From an optimization exercise on the open Yosys and OpenROAD flow, aimed at small area; shortcuts taken in it are not production practice. At most, simulation tests tie the RTL to the original design; equivalence was not proved. The RTL of runs 1 to 4 was laid out without a check of its function. The flow treats the clock pin as an ideal source, which a real chip does not have. Power and IR drop assume default switching activity.

File: design/flow/design.v
module ahb_slave(hreadyin, htrans, haddr, valid);
  input        hreadyin;
  input  [1:0] htrans;
  input  [31:0] haddr;
  output       valid;
  wire inwin = (haddr[31:28] == 4'b1000) & ~(haddr[27] & haddr[26]);
  assign valid = hreadyin & htrans[1] & inwin;
endmodule
module ahb_decode(addr, sel);
  input  [31:0] addr;
  output [2:0]  sel;
  assign sel[0] = (addr[31:28] == 4'b1000) & (addr[27:26] == 2'b00);
  assign sel[1] = (addr[31:28] == 4'b1000) & (addr[27:26] == 2'b01);
  assign sel[2] = (addr[31:28] == 4'b1000) & (addr[27:26] == 2'b10);
endmodule
module apb_controller(hclk, hresetn, hwrite, haddr, hwdata, valid,
                      pwrite, penable, psel, paddr, pwdata, hr_readyout);
  input        hclk, hresetn, hwrite, valid;
  input  [31:0] haddr, hwdata;
  output       pwrite, penable;
  output reg   hr_readyout;
  output [2:0] psel;
  output reg [31:0] paddr, pwdata;
  localparam ST_IDLE     = 3'b000,
             ST_READ     = 3'b001,
             ST_WWAIT    = 3'b011,
             ST_WRITE    = 3'b100,
             ST_RENABLE  = 3'b010,
             ST_WENABLE  = 3'b111,
             ST_WRITEP   = 3'b101,
             ST_WENABLEP = 3'b110;
  reg [2:0]  st, nst;
  reg [31:0] a1, a2;
  reg        w1, w2, b1, z, zz, psel_en;
  wire s_idle  = (st == ST_IDLE);
  wire s_read  = (st == ST_READ);
  wire s_ren   = (st == ST_RENABLE);
  wire s_wwait = (st == ST_WWAIT);
  wire s_write = (st == ST_WRITE);
  wire s_wen   = (st == ST_WENABLE);
  wire s_wp    = (st == ST_WRITEP);
  wire s_wenp  = (st == ST_WENABLEP);
  wire s_idl   = s_idle | s_ren;      
  wire rd = valid & ~hwrite;
  wire wr = valid &  hwrite;
  always @(*) begin
    case (st)
      ST_IDLE, ST_RENABLE, ST_WENABLE:
                   nst = wr ? ST_WWAIT : (rd ? ST_READ : ST_IDLE);
      ST_READ:     nst = ST_RENABLE;
      ST_WWAIT:    nst = valid ? ST_WRITEP : ST_WRITE;
      ST_WRITE:    nst = valid ? ST_WENABLEP : ST_WENABLE;
      ST_WRITEP:   nst = ST_WENABLEP;
      default:     nst = ~w2 ? ST_READ :
                         (valid & w1) ? ST_WRITEP :
                         ~valid ? ST_WRITE : ST_IDLE;
    endcase
  end
  wire big    = hwrite & b1;
  wire holdA2 = (s_wwait & valid & big) |
                (s_wenp & (~w2 | (valid ? big : ~w1)));
  wire selA  = s_idl;
  wire sel1  = (s_read & ~w1) | s_wwait | s_wen;
  wire sel2  = ((s_read & w1) | s_write | s_wp | s_wenp) & ~zz;
  wire ldD = ~(s_write | s_wp | (s_wenp & valid & ~w1));
  always @(posedge hclk) begin
    z  <= ~hresetn;
    a1 <= haddr;
    if (!holdA2) begin
      a2 <= a1;
      zz <= z;
    end
    w1 <= hwrite;
    w2 <= w1;
    b1 <= |hwdata[31:8];
    paddr  <= ({32{selA}} & haddr) | ({32{sel1}} & a1) | ({32{sel2}} & a2);
    if (ldD) pwdata <= hwdata;
  end
  always @(posedge hclk) begin
    if (!hresetn) begin
      st          <= ST_IDLE;
      psel_en     <= 1'b0;
      hr_readyout <= 1'b1;
    end else begin
      st          <= nst;
      psel_en     <= (s_idl & rd) | (s_wen & wr) | ~(s_idl | s_wen);
      hr_readyout <= s_read | s_write |
                     (s_idl & ~rd) |
                     ((s_wwait | s_wen) & ~valid) |
                     (s_wp & w1) |
                     (s_wenp & ~valid & w2);
    end
  end
  wire [2:0] sel1dec;
  ahb_decode dec1(.addr(a1), .sel(sel1dec));
  assign psel    = psel_en ? sel1dec : 3'b000;
  assign penable = s_ren | s_wen | s_wenp;
  assign pwrite  = ~(s_read | s_ren) & (~s_wwait | w2);
endmodule
module bridge_top(hclk,hresetn,hwrite,haddr,hwdata,hreadyin,htrans,prdata,pwrite,penable,psel,paddr,pwdata,hrdata,hr_readyout,hresp);
input hclk,hresetn,hwrite,hreadyin;
input [1:0]htrans;
input [31:0]haddr,hwdata,prdata;
output pwrite,penable,hr_readyout;
output [1:0]hresp;
output [2:0]psel;
output [31:0]paddr,pwdata,hrdata;
wire valid;
ahb_slave ahb_sl(.hreadyin(hreadyin), .htrans(htrans), .haddr(haddr), .valid(valid));
apb_controller apb_c(.hclk(hclk), .hresetn(hresetn), .hwrite(hwrite),
                     .haddr(haddr), .hwdata(hwdata), .valid(valid),
                     .pwrite(pwrite), .penable(penable),
                     .psel(psel), .paddr(paddr), .pwdata(pwdata),
                     .hr_readyout(hr_readyout));
assign hrdata = prdata;
assign hresp  = 2'b00;
endmodule
File: design/flow/flow/run.sh
#!/bin/bash
# Own layout flow. Steps, each tool's full output in a log file here:
#  1. the standard synthesis (standard.sh synth)            -> flow_synth.log
#  2. area re-mapping of the combinational cells of that netlist
#     with Yosys/ABC (flow/remap_abc.script); the registers, their
#     names and cell types are kept as instances, untouched        -> flow_remap.log
#  3. the rest of the standard layout (standard.sh finish), with
#     - port buffers of the smallest buffer cell (buf_1),
#     - the clock tree built by flow/clock_tree.tcl (ORFS's
#       PRE_CTS_TCL hook): register clock pins grouped by position,
#       one leaf buffer per group; TritonCTS skips it              -> flow_make.log
set -euo pipefail
W=$PWD
RES=$W/orfs/results/$FLOW_PLATFORM/bridge_top/base
LIB=$FLOW_HOME/platforms/$FLOW_PLATFORM/lib/sky130_fd_sc_hd__tt_025C_1v80.lib
YOSYS=$FLOW_HOME/../tools/install/yosys/bin/yosys
[[ -x $YOSYS ]] || YOSYS=yosys
CTS_LEAF=${OWN_CTS_LEAF:-sky130_fd_sc_hd__clkbuf_16}
CTS_ROOT=${OWN_CTS_ROOT:-none}
CTS_MAX=${OWN_CTS_MAX_SINKS:-36}

bash standard.sh synth > flow_synth.log 2>&1

cp $RES/1_2_yosys.v $W/standard_1_2_yosys.v
DONT=""
for c in sky130_fd_sc_hd__probe_p_8 sky130_fd_sc_hd__probec_p_8 \
         $(grep -o 'cell *( *"\?sky130_fd_sc_hd__lpflow_[a-z0-9_]*' $LIB | grep -o 'sky130_fd_sc_hd__lpflow_[a-z0-9_]*' | sort -u); do
  DONT="$DONT -dont_use $c"
done
cat > $W/remap.ys <<YS
read_liberty -ignore_miss_func $LIB
setattr -mod -set keep_hierarchy 1 sky130_fd_sc_hd__dfxtp_1 sky130_fd_sc_hd__edfxtp_1 sky130_fd_sc_hd__conb_1
read_verilog $W/standard_1_2_yosys.v
hierarchy -top $FLOW_TOP
flatten
opt -purge $FLOW_TOP
abc -liberty $LIB -script $W/flow/remap_abc.script $DONT $FLOW_TOP
opt_clean -purge $FLOW_TOP
cd $FLOW_TOP
rename -hide w:* i:* %d o:* %d
insbuf -buf sky130_fd_sc_hd__buf_4 A X
opt_clean -purge
cd
select -assert-none $FLOW_TOP/t:\$*
select $FLOW_TOP
write_verilog -selected -noattr -nohex -nodec $W/remapped_1_2_yosys.v
YS
$YOSYS -l flow_remap.log -q $W/remap.ys
cp $W/remapped_1_2_yosys.v $RES/1_2_yosys.v

bash standard.sh BUFFER_PORTS_ARGS="-buffer_cell sky130_fd_sc_hd__buf_1" \
  PRE_CTS_TCL="$W/flow/clock_tree.tcl" OWN_CTS_LEAF=$CTS_LEAF \
  OWN_CTS_ROOT=$CTS_ROOT OWN_CTS_MAX_SINKS=$CTS_MAX finish > flow_make.log 2>&1
File: design/flow/flow/clock_tree.tcl
# Hand-built clock tree, run before ORFS's CTS step (PRE_CTS_TCL).
# The register clock pins are split into groups by position (k-means); each
# group gets one leaf clock buffer at its centre, and the leaves are driven by
# one root buffer (the clock port itself then feeds a single cell). The nets
# made here are then skipped by clock_tree_synthesis.
set leaf_cell   $::env(OWN_CTS_LEAF)
set root_cell   $::env(OWN_CTS_ROOT)
set max_sinks   $::env(OWN_CTS_MAX_SINKS)

set block [ord::get_db_block]
set clk_net [$block findNet hclk]
set sinks {}
foreach it [$clk_net getITerms] {
  if {[$it isInputSignal]} { lappend sinks $it }
}
set n [llength $sinks]
set k [expr {int(ceil(double($n) / $max_sinks))}]
puts "own clock tree: $n sinks, $k leaf buffers of $leaf_cell"

# positions
set px {}; set py {}
foreach it $sinks {
  set inst [$it getInst]
  set bb [$inst getBBox]
  lappend px [expr {([$bb xMin] + [$bb xMax]) / 2.0}]
  lappend py [expr {([$bb yMin] + [$bb yMax]) / 2.0}]
}
# k-means, seeded by sorting along x then y (deterministic), capacity-limited
set order [lsort -real -indices $px]
set cx {}; set cy {}
for {set c 0} {$c < $k} {incr c} {
  set i [lindex $order [expr {int(($c + 0.5) * $n / $k)}]]
  lappend cx [lindex $px $i]; lappend cy [lindex $py $i]
}
set cap [expr {int(ceil(double($n) / $k))}]
for {set iter 0} {$iter < 30} {incr iter} {
  # assign: greedy by distance with capacity
  set pairs {}
  for {set i 0} {$i < $n} {incr i} {
    for {set c 0} {$c < $k} {incr c} {
      set d [expr {abs([lindex $px $i] - [lindex $cx $c]) + abs([lindex $py $i] - [lindex $cy $c])}]
      lappend pairs [list $d $i $c]
    }
  }
  set pairs [lsort -real -index 0 $pairs]
  set assign [lrepeat $n -1]
  set count [lrepeat $k 0]
  foreach p $pairs {
    lassign $p d i c
    if {[lindex $assign $i] >= 0} continue
    if {[lindex $count $c] >= $cap} continue
    lset assign $i $c
    lset count $c [expr {[lindex $count $c] + 1}]
  }
  set sx [lrepeat $k 0.0]; set sy [lrepeat $k 0.0]
  for {set i 0} {$i < $n} {incr i} {
    set c [lindex $assign $i]
    lset sx $c [expr {[lindex $sx $c] + [lindex $px $i]}]
    lset sy $c [expr {[lindex $sy $c] + [lindex $py $i]}]
  }
  for {set c 0} {$c < $k} {incr c} {
    set m [lindex $count $c]
    if {$m > 0} {
      lset cx $c [expr {[lindex $sx $c] / $m}]
      lset cy $c [expr {[lindex $sy $c] / $m}]
    }
  }
}
set dbu [$block getDbUnitsPerMicron]
set new_nets {}
set leaf_pins {}
for {set c 0} {$c < $k} {incr c} {
  set pins {}
  for {set i 0} {$i < $n} {incr i} {
    if {[lindex $assign $i] == $c} {
      set it [lindex $sinks $i]
      lappend pins [get_pins "[[$it getInst] getName]/[[$it getMTerm] getName]"]
    }
  }
  set x [expr {[lindex $cx $c] / $dbu}]
  set y [expr {[lindex $cy $c] / $dbu}]
  set buf [insert_buffer -buffer_cell $leaf_cell -net hclk -load_pins $pins \
             -location [list $x $y] -buffer_name "ownclk_leaf_$c" -net_name "ownclk_n_$c"]
  set bname [get_full_name $buf]
  puts "  leaf $c: [llength $pins] sinks at ($x, $y): $bname"
  set bi [$block findInst $bname]
  lappend new_nets [[[$bi findITerm X] getNet] getName]
  lappend leaf_pins [get_pins "$bname/A"]
}
if {![string match *none $root_cell]} {
  # root next to the centre of the leaves
  set x 0.0; set y 0.0
  foreach a $cx { set x [expr {$x + $a}] }
  foreach a $cy { set y [expr {$y + $a}] }
  set x [expr {$x / $k / $dbu}]; set y [expr {$y / $k / $dbu}]
  set buf [insert_buffer -buffer_cell $root_cell -net hclk -load_pins $leaf_pins \
    -location [list $x $y] -buffer_name "ownclk_root" -net_name "ownclk_r"]
  set bi [$block findInst [get_full_name $buf]]
  lappend new_nets [[[$bi findITerm X] getNet] getName]
}
foreach nn [concat hclk $new_nets] {
  [$block findNet $nn] setSigType CLOCK
}
set_cts_config -skip_nets [concat hclk $new_nets]
set_propagated_clock [all_clocks]
File: design/flow/flow/remap_abc.script
strash
dc2
dch -f
amap
strash
dch -f
amap
File: design/flow/standard.sh
#!/bin/bash
# synth_recipe.tcl (not shown) runs the flow's synth.tcl, then flattens the netlist and writes it again
# the make line also repeats each setting of config.mk as NAME=value (left out here)
make -C /OpenROAD-flow-scripts/flow DESIGN_CONFIG=/design/flow/config.mk WORK_HOME=/design/flow/orfs CLKGATE_MAP_FILE= SYNTH_SCRIPT=/design/flow/synth_recipe.tcl "${@:-finish}"
File: design/flow/config.mk
export PLATFORM = sky130hd
export DESIGN_NAME = bridge_top
export DESIGN_NICKNAME = bridge_top
export VERILOG_FILES = /design/flow/design.v
export SDC_FILE = /design/flow/constraint.sdc
export NUM_CORES = 4
export LEC_CHECK = 0
export CAP_MARGIN = 0
export CORE_MARGIN = 2
export CORE_UTILIZATION = 65
export SLEW_MARGIN = 0
File: design/flow/constraint.sdc
create_clock -name core_clock -period 4.0 [get_ports {hclk}]
set_input_delay 0.8000 -clock core_clock [delete_from_list [all_inputs] [get_ports {hclk}]]
set_output_delay 0.8000 -clock core_clock [all_outputs]
set_load 0.01 [all_outputs]
==> results of run 1 <==
worst paths after layout:
check                            startpoint               to  slack (ns)
worst min register to register      apb_c.z         apb_c.zz        0.42
worst min-delay path                apb_c.z         apb_c.zz        0.42
worst max-delay path              haddr[26]     apb_c.a2[25]        1.24
worst max register to register  apb_c.st[0]  apb_c.paddr[31]        1.26
cell type report, without the clock buffers:
| type | instances | area share |
|---|---|---|
| Sequential cell | 138 | 0.647 |
| Inverter | 10 | 0.00711 |
| Tap cell | 99 | 0.0235 |
| Timing Repair Buffer | 144 | 0.107 |
| Multi-Input combinational cell | 184 | 0.197 |
per-layer routing:
layer | up-vias | wire length, um | track usage
met5 | - | 0 | 0
met4 | 0 | 384 | 0.0801
met3 | 37 | 543 | 0.0231
met2 | 117 | 4610 | 0.376
met1 | 1456 | 3530 | 0.297
li1 | 1533 | - | -
worst reg2reg max path: stages (launching register included):
cell and delay, ns:
dfxtp_1 0.50, clkinv_1 0.23, nor2_1 0.36, nor3_4 0.07, buf_4 0.24, clkinv_1 0.08, buf_4 0.34, nor2_4 0.25
a21o_1 0.21, a222oi_1 0.26, a21oi_1 0.09
cells in the final DEF, fill, tap and decap left out, drive strengths merged, types with 3 or more instances in the layout:
cell,n
nor3,32
clkbuf,4
nand2,3
a2111oi,3
nor2,51
dfxtp,73
nor4,6
o22a,26
clkinv,10
buf,144
edfxtp,65
a21oi,36
o21ai,8
sequential cells by signal, summed over array words and instances, names as in the netlist, 3 cells and up:
name          cells
apb_c.a1         32
apb_c.st          3
apb_c.paddr      32
apb_c.pwdata     32
apb_c.a2         32
power by group through the flow:
stage | combinational (uW) | clock (uW) | sequential, uW
final | 126 | 509 | 1580
after global routing | 142 | 563 | 1590
after CTS | 127 | 517 | 1580
after detailed placement | 126 | 0 | 1610
after global placement | 124 | 0 | 1610
after floorplan | 70.9 | 0 | 1630
per-stage QoR:
step	cells	utilization	hold slack, ns	setup WS (ns)	cell area (um2)
final	579	0.740	0.417	1.24	5280
after global routing	579	0.740	0.425	1.01	5280
after CTS	579	0.740	0.418	1.24	5280
after detailed placement	575	0.726	0.389	1.08	5180
after global placement	575	0.726	0.387	1.09	5180
after floorplan	366	-	0.386	0.126	4730
==> impl_metrics.py, run 1 <==
metrics = {
    "finish": {
        "antenna_cells": 0,
        "layout.nets": 584,
        "multi_input_area_um2": 1040,
        "drive_gt1_frac": 0.0313,
        "syn_to_final_growth_pct": 12.1,
        "seq_area_um2": 3410,
        "n_fill_cell": 513,
    },
    "sta": {
        "relSlewSlack": 0.455,
        "max_freq_mhz": 362,
        "worstMarginPinSlew_ns": 0.816,
        "min_period_ns": 2.76,
        "setup-tns-final_ns": 0,
        "finalMaxSlewViolations": 0,
        "setup_viol": 0,
        "rsz0062_at_grt": "false",
        "post-route-period-util": 0.690,
        "skew_ns": 0.00890,
        "finalHoldViolations": 0,
    },
    "global_route": {
        "grtUsageTotal": 0.221,
        "grt_pass1_wl_um": 13800,
        "grt_overflow": 0,
        "antenna_found_initial": 0,
        "grt_max_degree": 38,
        "grt_pass1_vias": 2833,
    },
    "power_and_ir_drop": {
        "intPower_uw": 1790,
        "p_clk_frac": 0.230,
        "p_per_area_nw_per_um2": 419,
        "total_power_uw": 2210,
        "p_seq_frac": 0.713,
        "switching_share": 0.192,
        "power_leakage_uw": 0.00189,
        "max-vdd-ir-drop_v": 0.000295,
        "p_switching_uw": 425,
        "combinationalPowerShare": 0.057,
    },
    "detailed_routing": {
        "first_pass_iters": 4,
        "dr_total_vias": 3143,
        "drcViolationCount": 0,
        "final_antenna_net_count": 0,
        "viasPerCell": 5.43,
        "wl_per_cell_um": 15.7,
        "wl_um": 9070,
        "drt_iter0_markers": 119,
    },
    "setup_path": {
        "worstPathMaxFanout": 33,
        "crit_chain": "buf_1 -> a2111oi_0 -> nand3b_1 -> nor2_1 -> a21oi_1 -> or4_1 -> buf_4",
        "worstSetupStartpointType": "primary input",
        "cp_slowest_cell": "a2111oi_0",
        "rr_worst_depth": 10,
        "arrival_ns": 2.65,
        "cp.required_ns": 3.89,
        "path_delay_family": "simple AND/OR/NAND/NOR gates",
        "critPathKind": "primary input to flip-flop",
        "slowest_delay_ns": 0.42,
        "critPathBufInv": 2,
        "crit_cells": 7,
        "crit_path_end_kind": "flip-flop",
    },
    "floorplanning": {
        "die_w_um": 89.1,
        "die-area_um2": 7940,
        "num_rows": 31,
        "io_pins": 206,
        "start_util": 0.660,
        "coreArea_um2": 7140,
        "fp.dieH_um": 89.1,
    },
    "clock_network": {
        "cts_setup_buffers": 0,
        "insertion_delay_ns": 0.18,
        "clk_pin_slew_ns": 0.12,
        "ctsResizeCount": 0,
        "cts_hold_buf": 0,
    },
    "hold_path": {
        "whs_path_depth": 0,
        "hp-class": "flip-flop to flip-flop",
    },
    "logic_synthesis": {
        "synthCells": 365,
        "syn_area_per_cell_um2": 12.9,
        "synth.cell_area_um2": 4710,
        "yosys_warnings": 1,
    },
    "run": {
        "max_cap_violations": 0,
    },
    "run_status": {
        "status": "complete, no violations",
    },
    "place": {
        "port_buffers": 138,
        "gp_congestion": 0.943,
        "place_hpwl_um": 6170,
    },
}
==> run 2: changes to the inputs <==
--- a/design/flow/design.v
+++ b/design/flow/design.v
@@ -22,45 +22,52 @@
   output [2:0] psel;
   output reg [31:0] paddr, pwdata;
-  localparam ST_IDLE     = 3'b000,
-             ST_READ     = 3'b001,
-             ST_WWAIT    = 3'b011,
-             ST_WRITE    = 3'b100,
-             ST_RENABLE  = 3'b010,
-             ST_WENABLE  = 3'b111,
-             ST_WRITEP   = 3'b101,
-             ST_WENABLEP = 3'b110;
-  reg [2:0]  st, nst;
+  localparam ST_IDLE     = 4'b0_0_0_0,
+             ST_RENABLE  = 4'b0_0_1_0,
+             ST_WWAIT    = 4'b1_0_0_0,
+             ST_READ0    = 4'b1_0_0_1,
+             ST_WENABLE  = 4'b1_0_1_0,
+             ST_WRITE    = 4'b0_1_0_0,
+             ST_WRITEP   = 4'b0_1_0_1,
+             ST_WENABLEP = 4'b0_1_1_0,
+             ST_READ1    = 4'b0_1_1_1;
+  reg [3:0]  st, nst;
   reg [31:0] a1, a2;
   reg        w1, w2, b1, z, zz, psel_en;
-  wire s_idle  = (st == ST_IDLE);
-  wire s_read  = (st == ST_READ);
-  wire s_ren   = (st == ST_RENABLE);
-  wire s_wwait = (st == ST_WWAIT);
-  wire s_write = (st == ST_WRITE);
-  wire s_wen   = (st == ST_WENABLE);
-  wire s_wp    = (st == ST_WRITEP);
-  wire s_wenp  = (st == ST_WENABLEP);
-  wire s_idl   = s_idle | s_ren;      
+  wire g1 = st[3], g2 = st[2], x = st[1], y = st[0];
+  wire s_idle  = ~g1 & ~g2 & ~x;
+  wire s_ren   = ~g1 & ~g2 &  x;
+  wire s_wwait =  g1 & ~x & ~y;
+  wire s_read0 =  g1 & ~x &  y;
+  wire s_wen   =  g1 &  x;
+  wire s_write =  g2 & ~x & ~y;
+  wire s_wp    =  g2 & ~x &  y;
+  wire s_wenp  =  g2 &  x & ~y;
+  wire s_read1 =  g2 &  x &  y;
+  wire s_read  = s_read0 | s_read1;
+  wire s_idl   = ~g1 & ~g2;           
   wire rd = valid & ~hwrite;
   wire wr = valid &  hwrite;
   always @(*) begin
-    case (st)
-      ST_IDLE, ST_RENABLE, ST_WENABLE:
-                   nst = wr ? ST_WWAIT : (rd ? ST_READ : ST_IDLE);
-      ST_READ:     nst = ST_RENABLE;
-      ST_WWAIT:    nst = valid ? ST_WRITEP : ST_WRITE;
-      ST_WRITE:    nst = valid ? ST_WENABLEP : ST_WENABLE;
-      ST_WRITEP:   nst = ST_WENABLEP;
-      default:     nst = ~w2 ? ST_READ :
-                         (valid & w1) ? ST_WRITEP :
-                         ~valid ? ST_WRITE : ST_IDLE;
-    endcase
+    if (s_idl | s_wen)
+      nst = wr ? ST_WWAIT : (rd ? ST_READ0 : ST_IDLE);
+    else if (s_read)
+      nst = ST_RENABLE;
+    else if (s_wwait)
+      nst = valid ? ST_WRITEP : ST_WRITE;
+    else if (s_write)
+      nst = valid ? ST_WENABLEP : ST_WENABLE;
+    else if (s_wp)
+      nst = ST_WENABLEP;
+    else  
+      nst = ~w2 ? (hwrite ? ST_READ1 : ST_READ0) :
+            (valid & w1) ? ST_WRITEP :
+            ~valid ? ST_WRITE : ST_IDLE;
   end
   wire big    = hwrite & b1;
   wire holdA2 = (s_wwait & valid & big) |
                 (s_wenp & (~w2 | (valid ? big : ~w1)));
-  wire selA  = s_idl;
-  wire sel1  = (s_read & ~w1) | s_wwait | s_wen;
-  wire sel2  = ((s_read & w1) | s_write | s_wp | s_wenp) & ~zz;
+  wire selA = ~g1 & ~g2;
+  wire sel1 = g1;
+  wire sel2 = g2 & ~zz;
   wire ldD = ~(s_write | s_wp | (s_wenp & valid & ~w1));
   always @(posedge hclk) begin
@@ -95,5 +102,5 @@
   ahb_decode dec1(.addr(a1), .sel(sel1dec));
   assign psel    = psel_en ? sel1dec : 3'b000;
-  assign penable = s_ren | s_wen | s_wenp;
+  assign penable = x & ~y;
   assign pwrite  = ~(s_read | s_ren) & (~s_wwait | w2);
 endmodule
==> run 2 against run 1 <==
Still clean on timing, DRC and antenna. Design area shrank 4.9%. First-iteration DRC count rose by 140%. Via count shrank 7.0%. Clock power is 1% lower. Largest cell class unchanged.
==> impl_metrics.py, run 2 <==
metrics = {
    "setup_path": {
        "cp_slowest_cell": "a2111oi_0",
        "crit_cells": 9,
        "crit_chain": "buf_1 -> nor2_1 -> nand3_1 -> a2111oi_0 -> clkinv_1 -> nor2_1 -> nand3_1 -> a31o_1 -> buf_4",
        "critPathKind": "primary input to flip-flop",
        "rr_worst_depth": 6,
        "worstSetupStartpointType": "primary input",
        "worstPathMaxFanout": 33,
        "cp.required_ns": 3.89,
        "crit_path_end_kind": "flip-flop",
        "critPathBufInv": 3,
        "rr_endpoint": "apb_c.a2[21]",
        "r2r_start": "apb_c.st[3]",
        "path_delay_family": "compound AO/OA/AOI/OAI gates",
        "regToRegSetupSlack_ns": 1.97,
        "slowest_delay_ns": 0.61,
        "arrival_ns": 3.00,
    },
    "sta": {
        "min_period_ns": 3.10,
        "skew_ns": 0.00863,
        "setup_viol": 0,
        "finalHoldViolations": 0,
        "relSlewSlack": 0.484,
        "setup-tns-final_ns": 0,
        "post-route-period-util": 0.776,
        "max_freq_mhz": 322,
        "finalMaxSlewViolations": 0,
        "setup_slack_ns": 0.896,
        "rsz0062_at_grt": "false",
        "worstMarginPinSlew_ns": 0.755,
    },
    "floorplanning": {
        "num_rows": 30,
        "start_util": 0.667,
        "coreArea_um2": 6760,
        "fp.dieH_um": 87.3,
        "io_pins": 206,
        "die_w_um": 87.3,
        "die-area_um2": 7620,
    },
    "detailed_routing": {
        "wl_per_cell_um": 17.9,
        "viasPerCell": 5.82,
        "dr_total_vias": 2922,
        "first_pass_iters": 5,
        "drt_iter0_markers": 287,
        "wl_um": 8970,
        "drcViolationCount": 0,
        "final_antenna_net_count": 0,
    },
    "hold_path": {
        "whs_path_depth": 0,
        "hp-class": "flip-flop to flip-flop",
        "min_from": "apb_c.w1",
        "min_to": "apb_c.w2",
    },
    "logic_synthesis": {
        "synthCells": 308,
        "synth.cell_area_um2": 4510,
        "syn_area_per_cell_um2": 14.6,
        "yosys_warnings": 1,
    },
    "finish": {
        "drive_gt1_frac": 0.0284,
        "layout.nets": 526,
        "antenna_cells": 0,
        "final_common_cell": "buf_1",
        "mostFrequentLayoutCells": "buf_1, dfxtp_1, edfxtp_1, clkinv_1, a222oi_1",
        "syn_to_final_growth_pct": 11.3,
    },
    "global_route": {
        "antenna_found_initial": 0,
        "grt_overflow": 0,
        "grt_pass1_wl_um": 13500,
        "grt_pass1_vias": 2695,
        "grtUsageTotal": 0.225,
        "grt_max_degree": 38,
    },
    "clock_network": {
        "clk_pin_slew_ns": 0.11,
        "cts_hold_buf": 0,
        "insertion_delay_ns": 0.18,
        "cts_setup_buffers": 0,
        "ctsResizeCount": 0,
    },
    "power_and_ir_drop": {
        "p_per_area_nw_per_um2": 441,
        "total_power_uw": 2210,
        "power_leakage_uw": 0.00174,
        "max-vdd-ir-drop_v": 0.000351,
    },
    "place": {
        "gp_congestion": 0.935,
        "dpl_worst_slack_ns": 0.748,
        "place_hpwl_um": 6450,
        "port_buffers": 138,
    },
    "run": {
        "max_cap_violations": 0,
    },
    "run_status": {
        "status": "complete, no violations",
    },
}
[run 2: cell type report, without the clock buffers]
type | instances | area [um2]
Inverter | 44 | 165
Timing Repair Buffer | 143 | 556
Sequential cell | 139 | 3430
Multi-Input combinational cell | 92 | 667
Fill cell | 475 | 1740
Tap cell | 80 | 100
[run 2: worst max path at each step]
stage	start	endpoint	slack, ns
final	haddr[28]	apb_c.a2[21]	0.90
after global routing	haddr[28]	apb_c.a2[27]	0.71
after CTS	haddr[28]	apb_c.a2[21]	0.93
after detailed placement	haddr[28]	apb_c.a2[25]	0.75
after global placement	haddr[28]	apb_c.a2[25]	0.79
after floorplan	haddr[28]	apb_c.pwdata[0]	1.08
[run 2: metrics by stage]
| step | std cells | cell area, um2 | utilization | hold slack, ns |
|---|---|---|---|---|
| 6_report | 502 | 5020 | 0.743 | 0.435 |
| 5_1_grt | 502 | 5020 | 0.743 | 0.448 |
| 4_1_cts | 502 | 5020 | 0.743 | 0.432 |
| 3_5_place_dp | 498 | 4920 | 0.728 | 0.391 |
| 3_3_place_gp | 498 | 4920 | 0.728 | 0.386 |
| 2_1_floorplan | 309 | 4510 | - | 0.378 |
[run 2: power breakdown]
part	switching, uW	internal [uW]
Sequential	28.1	1560
Combinational	73.8	48.0
Clock	317	187
Total	418	1790
[run 2: metal layers]
| layer | wire length (um) | global-route usage | share of wire |
|---|---|---|---|
| met5 | 0 | 0 | 0 |
| met4 | 423 | 0.0937 | 0.047 |
| met3 | 696 | 0.0436 | 0.078 |
| met2 | 4370 | 0.355 | 0.49 |
| met1 | 3480 | 0.309 | 0.39 |
==> run 3: changes to the inputs <==
--- a/design/flow/design.v
+++ b/design/flow/design.v
@@ -30,10 +30,12 @@
              ST_WRITEP   = 4'b0_1_0_1,
              ST_WENABLEP = 4'b0_1_1_0,
-             ST_READ1    = 4'b0_1_1_1;
+             ST_READ1    = 4'b0_1_1_1,
+             ST_IDLE0    = 4'b0_0_0_1;   
   reg [3:0]  st, nst;
   reg [31:0] a1, a2;
-  reg        w1, w2, b1, z, zz, psel_en;
+  reg        w1, w2, b1, zz, psel_en;
   wire g1 = st[3], g2 = st[2], x = st[1], y = st[0];
-  wire s_idle  = ~g1 & ~g2 & ~x;
+  wire s_idle  = ~g1 & ~g2 & ~x;      
+  wire s_idle0 = ~g1 & ~g2 & ~x & y;
   wire s_ren   = ~g1 & ~g2 &  x;
   wire s_wwait =  g1 & ~x & ~y;
@@ -72,9 +74,8 @@
   wire ldD = ~(s_write | s_wp | (s_wenp & valid & ~w1));
   always @(posedge hclk) begin
-    z  <= ~hresetn;
     a1 <= haddr;
     if (!holdA2) begin
       a2 <= a1;
-      zz <= z;
+      zz <= s_idle0;
     end
     w1 <= hwrite;
@@ -86,5 +87,5 @@
   always @(posedge hclk) begin
     if (!hresetn) begin
-      st          <= ST_IDLE;
+      st          <= ST_IDLE0;
       psel_en     <= 1'b0;
       hr_readyout <= 1'b1;
==> run 3 against run 2 <==
Register-to-register slack lost 0.07 ns. Global-route usage down 1.3 points. Power is essentially flat. Critical path type is now flip-flop to primary output. Critical endpoint is now pwrite.
==> impl_metrics.py, run 3 <==
metrics = {
    "sta": {
        "setup_viol": 0,
        "hold_ws_ns": 0.434,
        "post-route-period-util": 0.663,
        "min_period_ns": 2.65,
        "finalHoldViolations": 0,
        "finalMaxSlewViolations": 0,
        "max_freq_mhz": 377,
        "skew_ns": 0.0147,
        "worstMarginPinSlew_ns": 0.994,
        "relSlewSlack": 0.337,
        "rsz0062_at_grt": "false",
        "setup-tns-final_ns": 0,
    },
    "logic_synthesis": {
        "synthCells": 314,
        "syn_area_per_cell_um2": 14.4,
        "yosys_warnings": 1,
        "synth.cell_area_um2": 4520,
    },
    "detailed_routing": {
        "wl_met3_um": 629,
        "wl_per_cell_um": 16.9,
        "drcViolationCount": 0,
        "viasPerCell": 5.70,
        "dr_wl_met2_um": 4540,
        "dr_total_vias": 2898,
        "drt-met1-wl_um": 3210,
        "dr.max_layer_used": "met4",
        "first_pass_iters": 5,
        "drt_iter0_markers": 212,
        "final_antenna_net_count": 0,
        "wl_um": 8600,
    },
    "run_status": {
        "status": "complete, no violations",
    },
    "floorplanning": {
        "num_rows": 30,
        "start_util": 0.668,
        "io_pins": 206,
        "die_w_um": 87.4,
        "die-area_um2": 7630,
        "coreArea_um2": 6760,
        "fp.dieH_um": 87.4,
    },
    "setup_path": {
        "arrival_ns": 1.85,
        "crit_chain": "clkinv_1 -> nor2_1 -> o32a_1 -> buf_1",
        "critPathKind": "flip-flop to primary output",
        "crit_path_end_kind": "primary output",
        "cp_slowest_cell": "dfxtp_1",
        "cp.required_ns": 3.20,
        "critPathBufInv": 2,
        "worstSetupStartpointType": "flip-flop",
        "path_delay_family": "flip-flops",
        "slowest_delay_ns": 0.75,
        "worstPathMaxFanout": 16,
    },
    "finish": {
        "syn_to_final_growth_pct": 12.0,
        "layout.nets": 532,
        "mostFrequentLayoutCells": "buf_1, dfxtp_1, edfxtp_1, clkinv_1, a222oi_1",
        "n_fill_cell": 449,
        "drive_gt1_frac": 0.0304,
        "multi_input_area_um2": 722,
        "antenna_cells": 0,
        "final_common_cell": "buf_1",
        "seq_area_um2": 3410,
    },
    "clock_network": {
        "cts_setup_buffers": 0,
        "insertion_delay_ns": 0.18,
        "ctsResizeCount": 0,
        "cts_hold_buf": 0,
        "clk_pin_slew_ns": 0.12,
    },
    "global_route": {
        "antenna_found_initial": 0,
        "grt_pass1_wl_um": 13000,
        "grt_pass1_vias": 2674,
        "grtUsageTotal": 0.212,
        "grt_overflow": 0,
        "grt_max_degree": 36,
    },
    "run": {
        "max_cap_violations": 0,
    },
    "place": {
        "port_buffers": 138,
        "place_hpwl_um": 6170,
        "gp_congestion": 0.890,
    },
    "power_and_ir_drop": {
        "max-vdd-ir-drop_v": 0.000441,
        "power_leakage_uw": 0.00176,
        "p_per_area_nw_per_um2": 437,
    },
    "hold_path": {
        "hp-class": "flip-flop to flip-flop",
    },
}
==> run 3: path summary, 6_finish.rpt <==
check / start / to / slack (ns) / cells after the start
hold / removal: apb_c.a1[3] / apb_c.a2[3] / 0.43 / 0
setup / recovery: apb_c.st[3] / pwrite / 1.35 / 4
hold reg to reg: apb_c.a1[3] / apb_c.a2[3] / 0.43 / 0
setup reg to reg: apb_c.st[1] / apb_c.a2[19] / 1.90 / 5
==> run 3: report_power, final <==
part / switching, uW / internal, uW
logic: 73.1 / 48.9
clock network: 324 / 187
registers: 28.3 / 1550
total: 426 / 1790
==> run 3: cell type report, without the clock buffers <==
type,count,area share
multi-input cells,99,0.143
flip-flops and latches,138,0.675
repair buffers,143,0.110
well taps,80,0.0198
inverters,44,0.0327
==> run 3: per-layer routing <==
layer,GRT usage,up-vias
met5,0,-
met4,0.0517,0
met3,0.0275,27
met2,0.369,140
met1,0.283,1363
li1,-,1368
==> run 3: through the flow <==
stage / setup WS [ns] / utilization / cell area, um2 / instances / total power [uW]
6_report: 1.35 / 0.748 / 5060 / 508 / 2210
2_1_floorplan: 0.356 / - / 4530 / 315 / 1690
3_3_place_gp: 1.26 / 0.734 / 4960 / 504 / 1730
5_1_grt: 1.25 / 0.748 / 5060 / 508 / 2280
3_5_place_dp: 1.23 / 0.734 / 4960 / 504 / 1730
4_1_cts: 1.38 / 0.748 / 5060 / 508 / 2220
==> run 4: changes to the inputs <==
--- a/design/flow/design.v
+++ b/design/flow/design.v
@@ -30,12 +30,10 @@
              ST_WRITEP   = 4'b0_1_0_1,
              ST_WENABLEP = 4'b0_1_1_0,
-             ST_READ1    = 4'b0_1_1_1,
-             ST_IDLE0    = 4'b0_0_0_1;   
+             ST_READ1    = 4'b0_1_1_1;
   reg [3:0]  st, nst;
   reg [31:0] a1, a2;
-  reg        w1, w2, b1, zz, psel_en;
+  reg        w1, w2, b1, z, zz, psel_en;
   wire g1 = st[3], g2 = st[2], x = st[1], y = st[0];
-  wire s_idle  = ~g1 & ~g2 & ~x;      
-  wire s_idle0 = ~g1 & ~g2 & ~x & y;
+  wire s_idle  = ~g1 & ~g2 & ~x;
   wire s_ren   = ~g1 & ~g2 &  x;
   wire s_wwait =  g1 & ~x & ~y;
@@ -74,8 +72,9 @@
   wire ldD = ~(s_write | s_wp | (s_wenp & valid & ~w1));
   always @(posedge hclk) begin
+    z  <= ~hresetn;
     a1 <= haddr;
     if (!holdA2) begin
       a2 <= a1;
-      zz <= s_idle0;
+      zz <= z;
     end
     w1 <= hwrite;
@@ -87,5 +86,5 @@
   always @(posedge hclk) begin
     if (!hresetn) begin
-      st          <= ST_IDLE0;
+      st          <= ST_IDLE;
       psel_en     <= 1'b0;
       hr_readyout <= 1'b1;
==> design/flow/flow/run.sh (replaced) <==
#!/bin/bash
# Own layout flow: the standard layout (standard.sh, standard synthesis),
# with two changes:
#  - the port buffers are the smallest buffer cell (buf_1) rather than the one
#    buffer_ports picks itself;
#  - the clock tree is built by flow/clock_tree.tcl (run as ORFS's PRE_CTS_TCL
#    hook): the register clock pins are grouped by position, one leaf buffer
#    per group, all leaves driven by one root buffer; TritonCTS skips it.
# make's full output goes to flow_make.log here; ORFS keeps each tool's log
# under orfs/logs/.
set -euo pipefail
bash standard.sh BUFFER_PORTS_ARGS="-buffer_cell sky130_fd_sc_hd__buf_1" \
  PRE_CTS_TCL="$PWD/flow/clock_tree.tcl" OWN_CTS_LEAF=sky130_fd_sc_hd__clkbuf_16 \
  OWN_CTS_ROOT=sky130_fd_sc_hd__none OWN_CTS_MAX_SINKS=36 finish > flow_make.log 2>&1
removed: design/flow/flow/remap_abc.script
==> run 4 against run 3 <==
Sequential power hardly changed. Cell count increased by 2.0%. Maximum frequency increased by 9.3%. Global-route usage decreased by 0.30 points. Worst setup slack improved by 0.23 ns. Via count is 0.45% higher. Hold slack worse by 0.013 ns. Synthesized area is 2.5% higher. Design area grew 1.4%. Sequential share of layout area shrank 0.56 points. Power grew 0.17%. Clock power is essentially flat.
==> impl_metrics.py, run 4 <==
metrics = {
    "power_and_ir_drop": {
        "max-vdd-ir-drop_v": 0.000324,
        "p_clk_frac": 0.230,
        "p_seq_frac": 0.716,
        "power_leakage_uw": 0.00203,
        "combinationalPowerShare": 0.054,
        "p_switching_uw": 421,
        "intPower_uw": 1790,
        "switching_share": 0.190,
        "p_per_area_nw_per_um2": 432,
    },
    "sta": {
        "setup_viol": 0,
        "rsz0062_at_grt": "false",
        "min_period_ns": 2.43,
        "finalMaxSlewViolations": 0,
        "max_freq_mhz": 412,
        "post-route-period-util": 0.607,
        "worstMarginPinSlew_ns": 0.976,
        "finalHoldViolations": 0,
        "skew_ns": 0.00647,
        "relSlewSlack": 0.348,
        "setup-tns-final_ns": 0,
    },
    "floorplanning": {
        "io_pins": 206,
        "die_w_um": 88.4,
        "num_rows": 30,
        "coreArea_um2": 6830,
        "fp.dieH_um": 88.4,
        "start_util": 0.678,
        "die-area_um2": 7810,
    },
    "finish": {
        "syn_to_final_growth_pct": 10.8,
        "layout.nets": 526,
        "n_fill_cell": 467,
        "antenna_cells": 0,
        "final_common_cell": "buf_1",
        "drive_gt1_frac": 0.0474,
        "final_cells": 518,
        "final_area_um2": 5130,
        "mostFrequentLayoutCells": "buf_1, dfxtp_1, edfxtp_1, inv_1, a222oi_1",
    },
    "global_route": {
        "grt_use_met2": 0.355,
        "grt_pass1_wl_um": 13100,
        "grt_pass1_vias": 2673,
        "grt_max_degree": 36,
        "antenna_found_initial": 0,
        "grtUsageTotal": 0.209,
        "busiest_layer": "met2",
        "met1_usage": 0.298,
        "grtUsageMet3": 0.0149,
        "grt_overflow": 0,
    },
    "setup_path": {
        "crit_path_end_kind": "flip-flop",
        "slowest_delay_ns": 0.78,
        "worstPathMaxFanout": 32,
        "cp.required_ns": 3.81,
        "cp-startpoint": "haddr[30]",
        "crit_end": "apb_c.pwdata[7]",
        "arrival_ns": 2.24,
        "cp_slowest_cell": "a21oi_4",
        "crit_chain": "buf_1 -> and4bb_2 -> nand4b_4 -> nor2_1 -> a21oi_4",
        "path_delay_family": "compound AO/OA/AOI/OAI gates",
        "worstSetupStartpointType": "primary input",
        "rr_worst_depth": 2,
        "rr_endpoint": "apb_c.pwdata[7]",
        "critPathKind": "primary input to flip-flop",
        "r2r_start": "apb_c.st[0]",
        "regToRegSetupSlack_ns": 2.00,
        "critPathBufInv": 1,
        "crit_cells": 5,
    },
    "hold_path": {
        "hp-class": "flip-flop to flip-flop",
    },
    "detailed_routing": {
        "drcViolationCount": 0,
        "wl_um": 8610,
        "first_pass_iters": 6,
        "final_antenna_net_count": 0,
        "dr_total_vias": 2911,
        "viasPerCell": 5.62,
        "wl_per_cell_um": 16.6,
        "drt_iter0_markers": 268,
    },
    "logic_synthesis": {
        "ys_types": 39,
        "syn_area_per_cell_um2": 14.4,
        "synth_top_cell_by_area": "edfxtp_1",
        "yosys_warnings": 1,
        "synth-edff-count": 65,
        "netlist.area_leader.share": 0.422,
        "synthTopCellsByArea": "edfxtp_1, dfxtp_1, a222oi_1, buf_4, inv_1",
        "synthCells": 322,
        "synth.cell_area_um2": 4630,
        "synth-main-ff-cell": "dfxtp_1",
        "ys_seq_elements": 139,
        "yosysSeqAreaShare": 0.742,
        "synth.most_common_cell": "dfxtp_1",
        "synthTopCellsByCount": "dfxtp_1, edfxtp_1, inv_1",
        "synthArstFlopShare": 0,
    },
    "clock_network": {
        "cts_hold_buf": 0,
        "clk_pin_slew_ns": 0.12,
        "insertion_delay_ns": 0.18,
        "ctsResizeCount": 0,
        "cts_setup_buffers": 0,
    },
    "place": {
        "port_buffers": 138,
        "place_hpwl_um": 5940,
        "placed_area_um2": 5030,
        "dpl.cell_count": 514,
        "gp_congestion": 0.914,
    },
    "run_status": {
        "status": "complete, no violations",
    },
    "run": {
        "max_cap_violations": 0,
    },
}
## run 4: worst register-to-register path, stage by stage, from the launching register on
cell and delay [ns]:
dfxtp_1 0.60, nor2_1 0.21, a21oi_4 0.81
## run 4: metal layers
layer / wire length, um / share of wire
met1: 3560 / 0.41
met2: 4310 / 0.50
met3: 559 / 0.065
met4: 182 / 0.021
met5: 0 / 0
## run 4: cell type report, without the clock buffers
cell class                 instances  area, um2  share of cell area
sequential                       139       3430               0.669
timing repair buffer             142        548               0.107
inverter                          36        135              0.0263
multi-input combinational        101        792               0.154
tap                               96        120              0.0234
## run 4: logic make-up after synthesis
| logic type | after synthesis | share of synthesized area |
|---|---|---|
| flops | 139 | 0.742 |
| buf+inv | 83 | 0.0957 |
| compound gates | 52 | 0.101 |
| simple gates | 47 | 0.0614 |
| other cells | 1 | 0.000810 |
## run 4: worst min-delay path by stage
stage	startpoint	endpoint	slack [ns]	cells after the start
6_report	apb_c.z	apb_c.zz	0.42	0
2_1_floorplan	apb_c.w1	apb_c.w2	0.38	0
5_1_grt	apb_c.z	apb_c.zz	0.45	0
3_5_place_dp	apb_c.z	apb_c.zz	0.40	0
4_1_cts	apb_c.z	apb_c.zz	0.42	0
3_3_place_gp	apb_c.z	apb_c.zz	0.39	0
## run 4: power groups by stage
| stage | clock network, uW | logic [uW] | registers, uW |
|---|---|---|---|
| after CTS | 518 | 120 | 1590 |
| after global routing | 560 | 132 | 1600 |
| after global placement | 0 | 116 | 1620 |
| after detailed placement | 0 | 119 | 1620 |
| after floorplan | 0 | 65.8 | 1630 |
| final | 509 | 119 | 1590 |
## run 4: stage by stage
step | hold slack [ns] | utilization | power (uW) | setup slack, ns
2_1_floorplan | 0.377 | - | 1700 | 0.419
3_3_place_gp | 0.387 | 0.736 | 1730 | 1.39
3_5_place_dp | 0.395 | 0.736 | 1740 | 1.37
4_1_cts | 0.424 | 0.751 | 2230 | 1.56
5_1_grt | 0.449 | 0.751 | 2290 | 1.44
6_report | 0.421 | 0.751 | 2220 | 1.57
==> run 5: changes to the inputs <==
--- a/design/flow/design.v
+++ b/design/flow/design.v
@@ -22,52 +22,45 @@
   output [2:0] psel;
   output reg [31:0] paddr, pwdata;
-  localparam ST_IDLE     = 4'b0_0_0_0,
-             ST_RENABLE  = 4'b0_0_1_0,
-             ST_WWAIT    = 4'b1_0_0_0,
-             ST_READ0    = 4'b1_0_0_1,
-             ST_WENABLE  = 4'b1_0_1_0,
-             ST_WRITE    = 4'b0_1_0_0,
-             ST_WRITEP   = 4'b0_1_0_1,
-             ST_WENABLEP = 4'b0_1_1_0,
-             ST_READ1    = 4'b0_1_1_1;
-  reg [3:0]  st, nst;
+  localparam ST_IDLE     = 3'b000,
+             ST_READ     = 3'b001,
+             ST_WWAIT    = 3'b010,
+             ST_WRITE    = 3'b011,
+             ST_RENABLE  = 3'b100,
+             ST_WENABLE  = 3'b101,
+             ST_WRITEP   = 3'b110,
+             ST_WENABLEP = 3'b111;
+  reg [2:0]  st, nst;
   reg [31:0] a1, a2;
   reg        w1, w2, b1, z, zz, psel_en;
-  wire g1 = st[3], g2 = st[2], x = st[1], y = st[0];
-  wire s_idle  = ~g1 & ~g2 & ~x;
-  wire s_ren   = ~g1 & ~g2 &  x;
-  wire s_wwait =  g1 & ~x & ~y;
-  wire s_read0 =  g1 & ~x &  y;
-  wire s_wen   =  g1 &  x;
-  wire s_write =  g2 & ~x & ~y;
-  wire s_wp    =  g2 & ~x &  y;
-  wire s_wenp  =  g2 &  x & ~y;
-  wire s_read1 =  g2 &  x &  y;
-  wire s_read  = s_read0 | s_read1;
-  wire s_idl   = ~g1 & ~g2;           
+  wire s_idle  = (st == ST_IDLE);
+  wire s_read  = (st == ST_READ);
+  wire s_ren   = (st == ST_RENABLE);
+  wire s_wwait = (st == ST_WWAIT);
+  wire s_write = (st == ST_WRITE);
+  wire s_wen   = (st == ST_WENABLE);
+  wire s_wp    = (st == ST_WRITEP);
+  wire s_wenp  = (st == ST_WENABLEP);
+  wire s_idl   = s_idle | s_ren;      
   wire rd = valid & ~hwrite;
   wire wr = valid &  hwrite;
   always @(*) begin
-    if (s_idl | s_wen)
-      nst = wr ? ST_WWAIT : (rd ? ST_READ0 : ST_IDLE);
-    else if (s_read)
-      nst = ST_RENABLE;
-    else if (s_wwait)
-      nst = valid ? ST_WRITEP : ST_WRITE;
-    else if (s_write)
-      nst = valid ? ST_WENABLEP : ST_WENABLE;
-    else if (s_wp)
-      nst = ST_WENABLEP;
-    else  
-      nst = ~w2 ? (hwrite ? ST_READ1 : ST_READ0) :
-            (valid & w1) ? ST_WRITEP :
-            ~valid ? ST_WRITE : ST_IDLE;
+    case (st)
+      ST_IDLE, ST_RENABLE, ST_WENABLE:
+                   nst = wr ? ST_WWAIT : (rd ? ST_READ : ST_IDLE);
+      ST_READ:     nst = ST_RENABLE;
+      ST_WWAIT:    nst = valid ? ST_WRITEP : ST_WRITE;
+      ST_WRITE:    nst = valid ? ST_WENABLEP : ST_WENABLE;
+      ST_WRITEP:   nst = ST_WENABLEP;
+      default:     nst = ~w2 ? ST_READ :
+                         (valid & w1) ? ST_WRITEP :
+                         ~valid ? ST_WRITE : ST_IDLE;
+    endcase
   end
   wire big    = hwrite & b1;
   wire holdA2 = (s_wwait & valid & big) |
                 (s_wenp & (~w2 | (valid ? big : ~w1)));
-  wire selA = ~g1 & ~g2;
-  wire sel1 = g1;
-  wire sel2 = g2 & ~zz;
+  wire selA  = s_idl;
+  wire sel1  = (s_read & ~w1) | s_wwait | s_wen;
+  wire sel2  = ((s_read & w1) | s_write | s_wp | s_wenp) & ~zz;
   wire ldD = ~(s_write | s_wp | (s_wenp & valid & ~w1));
   always @(posedge hclk) begin
@@ -102,5 +95,5 @@
   ahb_decode dec1(.addr(a1), .sel(sel1dec));
   assign psel    = psel_en ? sel1dec : 3'b000;
-  assign penable = x & ~y;
+  assign penable = s_ren | s_wen | s_wenp;
   assign pwrite  = ~(s_read | s_ren) & (~s_wwait | w2);
 endmodule
==> run 5 against run 4 <==
Via count is 1.1% lower. Combinational power is essentially flat. Highest routed layer unchanged. Hold slack worse by 0.0041 ns. Power is 0.26% lower. First-iteration DRC count decreased by 50%. Clock power rose by 1%. Maximum frequency decreased by 13%. Register-to-register slack worse by 0.20 ns.
==> impl_metrics.py, run 5 <==
metrics = {
    "logic_synthesis": {
        "yosys_warnings": 1,
        "ys_seq_elements": 138,
        "synth.most_common_cell": "dfxtp_1",
        "synth_top_cell_by_area": "edfxtp_1",
        "syn_area_per_cell_um2": 13.3,
        "synthCells": 348,
        "synthTopCellsByArea": "edfxtp_1, dfxtp_1, buf_4, a22oi_1, o21ai_0",
        "synth-main-ff-cell": "dfxtp_1",
        "synth.cell_area_um2": 4640,
        "synthTopCellsByCount": "dfxtp_1, edfxtp_1, inv_1",
        "yosysSeqAreaShare": 0.735,
        "synth-edff-count": 65,
        "synthArstFlopShare": 0,
        "netlist.area_leader.share": 0.420,
        "ys_types": 34,
    },
    "place": {
        "gp_congestion": 0.853,
        "place_hpwl_um": 6350,
        "port_buffers": 138,
    },
    "detailed_routing": {
        "first_pass_iters": 4,
        "wl_per_cell_um": 16.2,
        "drt_iter0_markers": 134,
        "viasPerCell": 5.27,
        "drcViolationCount": 0,
        "dr_total_vias": 2879,
        "wl_um": 8870,
        "final_antenna_net_count": 0,
    },
    "sta": {
        "finalMaxSlewViolations": 0,
        "skew_ns": 0.0152,
        "finalHoldViolations": 0,
        "rsz0062_at_grt": "false",
        "post-route-period-util": 0.701,
        "worstMarginPinSlew_ns": 0.701,
        "max_freq_mhz": 357,
        "setup_viol": 0,
        "relSlewSlack": 0.532,
        "setup-tns-final_ns": 0,
        "min_period_ns": 2.80,
    },
    "finish": {
        "layout.nets": 554,
        "utilization": 0.751,
        "antenna_cells": 0,
        "syn_to_final_growth_pct": 11.0,
        "final_common_cell": "buf_1",
        "mostFrequentLayoutCells": "buf_1, dfxtp_1, edfxtp_1, inv_1, o21ai_0",
        "drive_gt1_frac": 0.0311,
    },
    "floorplanning": {
        "coreArea_um2": 6870,
        "die_w_um": 88.5,
        "fp.dieH_um": 88.5,
        "num_rows": 30,
        "start_util": 0.676,
        "io_pins": 206,
        "die-area_um2": 7840,
    },
    "run": {
        "max_cap_violations": 0,
    },
    "setup_path": {
        "worstPathMaxFanout": 33,
        "arrival_ns": 2.64,
        "crit_chain": "buf_1 -> nand4bb_1 -> a211oi_1 -> o21ai_0 -> a41oi_4 -> buf_4",
        "rr_worst_depth": 4,
        "cp_slowest_cell": "a211oi_1",
        "path_delay_family": "compound AO/OA/AOI/OAI gates",
        "worstSetupStartpointType": "primary input",
        "cp.required_ns": 3.83,
        "critPathKind": "primary input to flip-flop",
        "crit_path_end_kind": "flip-flop",
        "regToRegSetupSlack_ns": 1.80,
        "crit_cells": 6,
        "critPathBufInv": 2,
        "rr_endpoint": "apb_c.a2[12]",
        "cp-startpoint": "haddr[28]",
        "slowest_delay_ns": 0.52,
        "crit_end": "apb_c.a2[12]",
        "r2r_start": "apb_c.st[0]",
    },
    "power_and_ir_drop": {
        "p_per_area_nw_per_um2": 428,
        "power_leakage_uw": 0.00193,
        "max-vdd-ir-drop_v": 0.000291,
    },
    "clock_network": {
        "clk_pin_slew_ns": 0.12,
        "insertion_delay_ns": 0.18,
        "ctsResizeCount": 0,
        "cts_hold_buf": 0,
        "cts_setup_buffers": 0,
    },
    "global_route": {
        "antenna_found_initial": 0,
        "grt_pass1_wl_um": 13400,
        "grt_max_degree": 36,
        "grt_overflow": 0,
        "grtUsageTotal": 0.222,
        "grt_pass1_vias": 2683,
    },
    "run_status": {
        "status": "complete, no violations",
    },
    "hold_path": {
        "hp-class": "flip-flop to flip-flop",
    },
}
run 5: logic make-up (layout without fill, tap and decap cells):
group / after synthesis / count (layout) / share of synthesized area
buffers and inverters: 81 / 182 / 0.0943
xor gates and xnor gates: 1 / 1 / 0.00189
DFF: 138 / 138 / 0.735
and+or+nand+nor: 44 / 44 / 0.0544
other: 1 / 2 / 0.000808
AOI/OAI and AO/OA: 83 / 83 / 0.113
run 5: cell type report, without the clock buffers:
cell class	count	area, um2
inverter	35	131
multi-input combinational	130	836
tap	96	120
sequential	138	3410
fill	511	1710
timing repair buffer	143	556
run 5: metrics by stage:
step	power [uW]	instance area, um2	instances	setup slack [ns]	hold slack, ns
floorplan	1690	4650	349	0.286	0.382
global placement	1720	5060	542	1.03	0.387
detailed placement	1730	5060	542	1.01	0.391
CTS	2220	5160	546	1.21	0.419
global route	2280	5160	546	0.993	0.435
finish	2210	5160	546	1.20	0.417
run 5: worst min-delay path by stage:
stage | startpoint | end | depth (start not counted)
2_1_floorplan | apb_c.w1 | apb_c.w2 | 0
3_3_place_gp | apb_c.z | apb_c.zz | 0
3_5_place_dp | apb_c.z | apb_c.zz | 0
4_1_cts | apb_c.z | apb_c.zz | 0
5_1_grt | apb_c.z | apb_c.zz | 0
6_report | apb_c.z | apb_c.zz | 0
run 5: layer usage:
| metal | share of wire | global-route usage |
|---|---|---|
| met5 | 0 | 0 |
| met2 | 0.53 | 0.410 |
| met3 | 0.053 | 0.0261 |
| met4 | 0.033 | 0.0592 |
| met1 | 0.39 | 0.278 |
run 5: power by group:
group          internal [uW]  switching [uW]
Sequential              1550            26.7
Clock                    187             326
Combinational           48.1            72.2
==> run 6: changes to the inputs <==
--- a/design/flow/config.mk
+++ b/design/flow/config.mk
@@ -6,4 +6,5 @@
 export NUM_CORES = 4
 export LEC_CHECK = 0
+export ABC_CLOCK_PERIOD_IN_PS = 20000
 export CAP_MARGIN = 0
 export CORE_MARGIN = 2
==> run 6 against run 5 <==
Cell count is the same. Register-to-register slack is essentially flat. Worst setup slack is the same. Maximum frequency is the same. Design area is the same. Critical path depth is the same. Utilization is the same. Power is the same. Combinational power is essentially flat. Sequential share of layout area is the same. Global-route usage is the same. First-iteration DRC count is the same.
==> impl_metrics.py, run 6 <==
metrics = {
    "run_status": {
        "status": "complete, no violations",
    },
    "setup_path": {
        "rr_endpoint": "apb_c.a2[12]",
        "rr_worst_depth": 4,
        "regToRegSetupSlack_ns": 1.80,
        "worstSetupStartpointType": "primary input",
        "r2r_start": "apb_c.st[0]",
        "critPathKind": "primary input to flip-flop",
        "worstPathMaxFanout": 33,
        "arrival_ns": 2.64,
        "crit_path_end_kind": "flip-flop",
        "cp.required_ns": 3.83,
    },
    "floorplanning": {
        "start_util": 0.676,
        "die-area_um2": 7840,
        "io_pins": 206,
        "coreArea_um2": 6870,
        "fp.dieH_um": 88.5,
        "num_rows": 30,
        "die_w_um": 88.5,
    },
    "logic_synthesis": {
        "syn_area_per_cell_um2": 13.3,
        "ys_seq_elements": 138,
        "synth_top_family_by_area": "compound AO/OA/AOI/OAI gates",
        "synthArstFlopShare": 0,
        "synth_compound_area_frac": 0.113,
        "synth.cell_area_um2": 4640,
        "synth_xor_area_frac": 0.00189,
        "yosys_warnings": 1,
        "netlist.area_leader.share": 0.420,
        "yosysSeqAreaShare": 0.735,
        "synthCells": 348,
        "synthMuxAreaShare": 0,
        "synth_fa_ha_area_frac": 0,
        "ys_types": 34,
        "synthSimpleGateAreaFrac": 0.0544,
        "synth-main-ff-cell": "dfxtp_1",
        "synth-edff-count": 65,
        "synth.most_common_cell": "dfxtp_1",
        "synthTopCellsByArea": "edfxtp_1, dfxtp_1, buf_4, a22oi_1, o21ai_0",
        "synth_top_cell_by_area": "edfxtp_1",
        "synthTopCellsByCount": "dfxtp_1, edfxtp_1, inv_1",
    },
    "global_route": {
        "grt_max_degree": 36,
        "grt_overflow": 0,
        "grtUsageTotal": 0.222,
        "grt_pass1_vias": 2683,
        "antenna_found_initial": 0,
        "grt_pass1_wl_um": 13400,
    },
    "power_and_ir_drop": {
        "power_leakage_uw": 0.00193,
        "p_clk_frac": 0.233,
        "total_power_uw": 2210,
        "p_per_area_nw_per_um2": 428,
        "p_seq_frac": 0.713,
        "combinationalPowerShare": 0.054,
        "switching_share": 0.193,
        "intPower_uw": 1780,
        "p_switching_uw": 425,
        "max-vdd-ir-drop_v": 0.000291,
    },
    "clock_network": {
        "insertion_delay_ns": 0.18,
        "cts_hold_buf": 0,
        "ctsResizeCount": 0,
        "cts_setup_buffers": 0,
        "clk_pin_slew_ns": 0.12,
    },
    "hold_path": {
        "min_to": "apb_c.zz",
        "hp-class": "flip-flop to flip-flop",
        "whs_path_depth": 0,
        "min_from": "apb_c.z",
    },
    "sta": {
        "rsz0062_at_grt": "false",
        "setup_viol": 0,
        "finalHoldViolations": 0,
        "setup_slack_ns": 1.20,
        "finalMaxSlewViolations": 0,
        "min_period_ns": 2.80,
        "max_freq_mhz": 357,
        "worstMarginPinSlew_ns": 0.701,
        "relSlewSlack": 0.532,
        "skew_ns": 0.0152,
        "post-route-period-util": 0.701,
        "setup-tns-final_ns": 0,
    },
    "finish": {
        "mostFrequentLayoutCells": "buf_1, dfxtp_1, edfxtp_1, inv_1, o21ai_0",
        "drive_gt1_frac": 0.0311,
        "syn_to_final_growth_pct": 11.0,
        "final_common_cell": "buf_1",
        "layout.nets": 554,
        "antenna_cells": 0,
        "final_area_um2": 5160,
    },
    "place": {
        "place_hpwl_um": 6350,
        "gp_congestion": 0.853,
        "dpl_worst_slack_ns": 1.01,
        "port_buffers": 138,
        "placed_area_um2": 5060,
    },
    "detailed_routing": {
        "wl_per_cell_um": 16.2,
        "drt_iter0_markers": 134,
        "final_antenna_net_count": 0,
        "first_pass_iters": 4,
        "dr_total_vias": 2879,
        "drcViolationCount": 0,
        "viasPerCell": 5.27,
        "wl_um": 8870,
    },
    "run": {
        "max_cap_violations": 0,
    },
}
==> run 6: stage by stage <==
stage / util / hold WS, ns / std cells
floorplan: - / 0.382 / 349
global route: 0.751 / 0.435 / 546
detailed placement: 0.736 / 0.391 / 542
global placement: 0.736 / 0.387 / 542
finish: 0.751 / 0.417 / 546
CTS: 0.751 / 0.419 / 546
==> run 6: routing by layer <==
metal  track usage  part of all wire  vias to the layer above  wire [um]
met5             0                 0                        -          0
met4        0.0592             0.033                        0        291
met3        0.0261             0.053                       30        470
met2         0.410              0.53                       97       4690
met1         0.278              0.39                     1345       3420
li1              -                 -                     1407          -
==> run 6: power by group through the flow <==
| stage | Sequential (uW) | Combinational (uW) | Clock, uW |
|---|---|---|---|
| after floorplan | 1620 | 66.5 | 0 |
| after global placement | 1610 | 117 | 0 |
| after detailed placement | 1610 | 121 | 0 |
| after CTS | 1580 | 122 | 523 |
| after global routing | 1580 | 137 | 563 |
| final | 1580 | 120 | 514 |
==> run 6: cell type report, without the clock buffers <==
| cell class | count | area, um2 |
|---|---|---|
| inverters | 35 | 131 |
| fillers | 511 | 1710 |
| flip-flops and latches | 138 | 3410 |
| multi-input cells | 130 | 836 |
| repair buffers | 143 | 556 |
| well taps | 96 | 120 |
==> run 6: worst max-delay path, stage by stage <==
cell and delay (ns):
buf_1 0.10, nand4bb_1 0.29, a211oi_1 0.52, o21ai_0 0.25
a41oi_4 0.25, buf_4 0.42
==> run 6: kinds of logic after synthesis <==
logic type | after synthesis
AND/OR/NAND/NOR | 44
other | 1
buffers and inverters | 81
AO/OA/AOI/OAI | 83
flip-flops | 138
XOR/XNOR | 1
==> run 6: how the worst max path moves through the flow <==
stage,start,to,slack (ns),cells past startpoint
floorplan,haddr[28],apb_c.a2[0],0.29,4
global placement,haddr[28],apb_c.a2[25],1.03,6
detailed placement,haddr[28],apb_c.a2[25],1.01,6
CTS,haddr[28],apb_c.a2[25],1.21,6
global route,haddr[28],apb_c.a2[6],0.99,6
finish,haddr[28],apb_c.a2[12],1.20,6

[port drivers added, routing unchanged]
No port has a modelled driver above. Below, the same layouts with a new extraction and two added sets of constraints. Step 1 (the two cells are an assumption about what drives the block):
set clk [get_ports {hclk}]
set_driving_cell -lib_cell sky130_fd_sc_hd__clkbuf_16 $clk
set_driving_cell -lib_cell sky130_fd_sc_hd__buf_2 [delete_from_list [all_inputs] $clk]
Step 2 times the ports against the registers' clock, not the clock port: input delays grow and output delays shrink by t, the midpoint of the rising clock arrivals with the driver on. a / b / c = ideal ports / drivers / drivers and shift; a / b = the first two.
run	shift t [ns]	setup WS [ns]	worst hold slack (ns)	latest minus earliest clock arrival (ns)	pins driven straight from the clock port
run 1	0.249	1.240 / 1.256 / 1.044	0.417 / 0.417 / 0.417	0.009 / 0.009	4
run 2	0.248	0.896 / 0.947 / 0.699	0.435 / 0.435 / 0.435	0.010 / 0.010	4
run 3	0.248	1.346 / 1.272 / 1.233	0.434 / 0.434 / 0.434	0.015 / 0.015	4
run 4	0.247	1.572 / 1.625 / 1.378	0.421 / 0.421 / 0.421	0.007 / 0.007	4
run 5	0.256	1.197 / 1.255 / 0.999	0.417 / 0.417 / 0.417	0.017 / 0.017	4
run 6	0.256	1.197 / 1.255 / 0.999	0.417 / 0.417 / 0.417	0.017 / 0.017	4
After both steps setup and hold are still met in every run listed.
